This is an optimization exercise on Yosys and OpenROAD, whose aim is small area, not a production implementation.
In this exercise RTL edits were held to simulation tests only and were not proved equivalent to the original.

==> job 741 <==
==> flow/design.v (excerpt) <==
module video_uut (
    input  wire         clk_i           , 
    input  wire         cen_i           , 
    input  wire         rst_i           , 
    input  wire         vid_sel_i       , 
    input  wire [23:0]  vid_rgb_i       , 
    input  wire [1:0]   vh_blank_i      , 
    input  wire [2:0]   dvh_sync_i      , 
    output wire [2:0]   dvh_sync_o      , 
    output wire [23:0]  vid_rgb_o         
);
localparam [3:0] C_BLACK  = 4'd0;    
localparam [3:0] C_WHITE  = 4'd1;    
localparam [3:0] C_MAZE   = 4'd2;    
localparam [3:0] C_BLUE   = 4'd3;    
localparam [3:0] C_ORANGE = 4'd4;    
localparam [3:0] C_RED    = 4'd5;    
localparam [3:0] C_GREEN  = 4'd6;    
localparam [3:0] C_GBLUE  = 4'd7;    
localparam [3:0] C_PINK   = 4'd8;    
localparam [3:0] C_PURPLE = 4'd9;    
localparam [3:0] C_YELLOW = 4'd10;   
reg         HD, VD;
reg  [10:0] HCNT;      
reg  [10:0] VCNT;
wire HR = ~HD &  vh_blank_i[0];
wire HF =  HD & ~vh_blank_i[0];
wire VR = ~VD &  vh_blank_i[1];
wire VF =  VD & ~vh_blank_i[1];
wire [10:0] px = HCNT;
wire [10:0] py = VCNT;
localparam NSF = 12;
function automatic [3:0] sf_win(input [11:0] u);
    reg [3:0] t;
    begin
        t = u[3:0] - 4'd7;
        sf_win[3]   = (u[11:4] == 8'd0) && (u[3:0] != 4'd15);
        sf_win[2:0] = t[3] ? -t[2:0] : t[2:0];
    end
endfunction
function automatic sf_pat(input [3:0] wx, input [3:0] wy);
    sf_pat = wx[3] && wy[3] && (wx[2:0] < 3'd2 || wy[2:0] < 3'd2 || wx[2:0] == wy[2:0]);
endfunction
wire [11:0] px7 = {1'b0, px} + 12'd7;
  ...
Settings: LEC_CHECK=0, CAP_MARGIN=20, CORE_MARGIN=2, CORE_UTILIZATION=40, GPL_TIMING_DRIVEN=0, SLEW_MARGIN=20; clock period 13.0 ns.
standard.sh (not shown) runs the stock make flow with config.mk's settings and CLKGATE_MAP_FILE= SYNTH_SCRIPT=/design/flow/synth_recipe.tcl, a recipe that flattens the netlist after the stock synthesis.
==> flow/flow/run.sh <==
#!/bin/bash
# The standard layout (standard.sh) with a different clock tree (clkbuf_8 only,
# clusters of up to 20 sinks within 60 um, no dummy loads) and a different
# combinational mapping in
# synthesis:
#  - adders are left to ABC as plain logic (no full/half-adder cell
#    extraction, no Kogge-Stone carry network);
#  - ABC runs flow/deep.abc (deepsyn restructuring, then area-recovering
#    mapping) instead of ORFS's abc script.
# flow/synth.tcl is synth_recipe.tcl with an abc wrapper that swaps the script;
# registers, their names and cell types are those of the standard synthesis.
set -euo pipefail
export MY_ABC_SCRIPT="$PWD/flow/deep.abc"
bash standard.sh SYNTH_SCRIPT="$PWD/flow/synth.tcl" ADDER_MAP_FILE= SYNTH_OPERATIONS_ARGS=-nofsm BUFFER_PORTS_ARGS="-buffer_cell sky130_fd_sc_hd__buf_1" CTS_ARGS="-sink_clustering_enable -repair_clock_nets -dont_use_dummy_load -sink_clustering_size 20 -sink_clustering_max_diameter 60 -buf_list {sky130_fd_sc_hd__clkbuf_8}" finish > make_finish.log 2>&1
==> flow/flow/deep.abc <==
strash
&get -n
&fraig -x
&deepsyn -T 100
&deepsyn -T 100
&put
strash
&get -n
&dch -f
&nf -R 1000
&put
==> flow/flow/synth.tcl <==
# synth_recipe.tcl with an abc wrapper: the ABC script is replaced by $MY_ABC_SCRIPT
proc synth {args} { yosys synth -nofsm -noshare {*}$args }
proc abc {args} {
  set out {}
  set skip 0
  foreach a $args {
    if {$skip} { set skip 0; continue }
    if {$a eq "-script"} { set skip 1; continue }
    lappend out $a
  }
  if {[info exists ::env(MY_ABC_SCRIPT)] && $::env(MY_ABC_SCRIPT) ne ""} {
    set out [linsert $out 0 -script $::env(MY_ABC_SCRIPT)]
  }
  yosys abc {*}$out
}
source $::env(SCRIPTS_DIR)/synth.tcl
# left out here: clear keep_hierarchy, flatten, clean up, hide names made inside functions, write 1_2_yosys.v
==> inputs of job 717, as changes to job 741 <==
--- a/flow/flow/run.sh
+++ b/flow/flow/run.sh
@@ -11,4 +11,6 @@
 # registers, their names and cell types are those of the standard synthesis.
 set -euo pipefail
 export MY_ABC_SCRIPT="$PWD/flow/deep.abc"
-bash standard.sh SYNTH_SCRIPT="$PWD/flow/synth.tcl" ADDER_MAP_FILE= SYNTH_OPERATIONS_ARGS=-nofsm BUFFER_PORTS_ARGS="-buffer_cell sky130_fd_sc_hd__buf_1" CTS_ARGS="-sink_clustering_enable -repair_clock_nets -dont_use_dummy_load -sink_clustering_size 20 -sink_clustering_max_diameter 60 -buf_list {sky130_fd_sc_hd__clkbuf_8}" finish > make_finish.log 2>&1
+# appended to the platform's own DONT_USE_CELLS by its "+="
+export DONT_USE_CELLS="sky130_fd_sc_hd__buf_4 sky130_fd_sc_hd__buf_6 sky130_fd_sc_hd__buf_8 sky130_fd_sc_hd__buf_12 sky130_fd_sc_hd__buf_16"
+bash standard.sh SYNTH_SCRIPT="$PWD/flow/synth.tcl" ADDER_MAP_FILE= SYNTH_OPERATIONS_ARGS=-nofsm MIN_BUF_CELL_AND_PORTS="sky130_fd_sc_hd__buf_2 A X" BUFFER_PORTS_ARGS="-buffer_cell sky130_fd_sc_hd__buf_1" CTS_ARGS="-sink_clustering_enable -repair_clock_nets -dont_use_dummy_load -sink_clustering_size 20 -sink_clustering_max_diameter 60 -buf_list {sky130_fd_sc_hd__clkbuf_8}" finish > make_finish.log 2>&1
--- a/flow/config.mk
+++ b/flow/config.mk
@@ -7,6 +7,5 @@
 export LEC_CHECK = 0
 export CAP_MARGIN = 20
 export CORE_MARGIN = 2
-export CORE_UTILIZATION = 40
-export GPL_TIMING_DRIVEN = 0
+export CORE_UTILIZATION = 60
 export SLEW_MARGIN = 20
==> impl_metrics.env <==
export IMPL_status="finished clean"
export IMPL_relSlewSlack_pct=30.0
export IMPL_synth_compound_area_share_pct=26.1
export IMPL_worstMarginPinSlew_ns=1.05
export IMPL_drt_pass1_iterations=8
export IMPL_die_y_um=178
export IMPL_hold_depth=2
export IMPL_m1WireLength_um=26700
export IMPL_crit_arrival_ns=12.51
export IMPL_gr_usage_met3_pct=8.63
export IMPL_finalInstanceArea_um2=19600
export IMPL_via_per_inst=6.63
export IMPL_required_ns=13.43
export IMPL_seq_area_share_pct=15.6
export IMPL_hold_start="VD"
export IMPL_seqPwrFrac_pct=47.4
export IMPL_synthXorXnorAreaFrac_pct=21.0
export IMPL_period_needed_ns=12.08
export IMPL_crit_slowest_cell="xnor2_1"
export IMPL_hpwl_um=50200
export IMPL_drive_above_1_share_pct=3.96
export IMPL_clock_latency_ns=0.51
That was job 717.
==> impl_metrics.env <==
export IMPL_via_per_inst=6.02
export IMPL_crit_slowest_cell="or3_1"
export IMPL_finalInstanceArea_um2=20300
export IMPL_drive_above_1_share_pct=5.41
export IMPL_worstMarginPinSlew_ns=1.12
export IMPL_drt_pass1_iterations=7
export IMPL_clock_latency_ns=0.57
export IMPL_status="finished clean"
export IMPL_seq_area_share_pct=15.2
export IMPL_hold_depth=1
export IMPL_hold_start="SXh[13]"
export IMPL_m1WireLength_um=31000
export IMPL_hpwl_um=53600
export IMPL_period_needed_ns=12.40
export IMPL_multi_input_cells=2461
export IMPL_synth_compound_area_share_pct=26.0
export IMPL_crit_arrival_ns=12.83
That was job 741.

==> separate check: timing with driven ports <==
Ports are ideal in the flow. The routed layouts listed here were re-timed in OpenROAD. Step 1, drivers: a clkbuf_16 drives clk_i and a buf_2 each remaining input, both assumed. Step 2 also shifts input and output timing later by t, the mid clock arrival at the registers, as if the neighbouring blocks saw the same clock. Slacks: ideal ports / drivers / drivers and shift; pairs: ideal ports / drivers.
run	t, ns	setup slack, ns	clock arrival spread, ns
job 741	0.611	0.600 / 0.600 / 0.600	0.047 / 0.047
job 717	0.544	0.920 / 0.920 / 0.920	0.033 / 0.033
After both steps setup and hold are still met in every run listed.
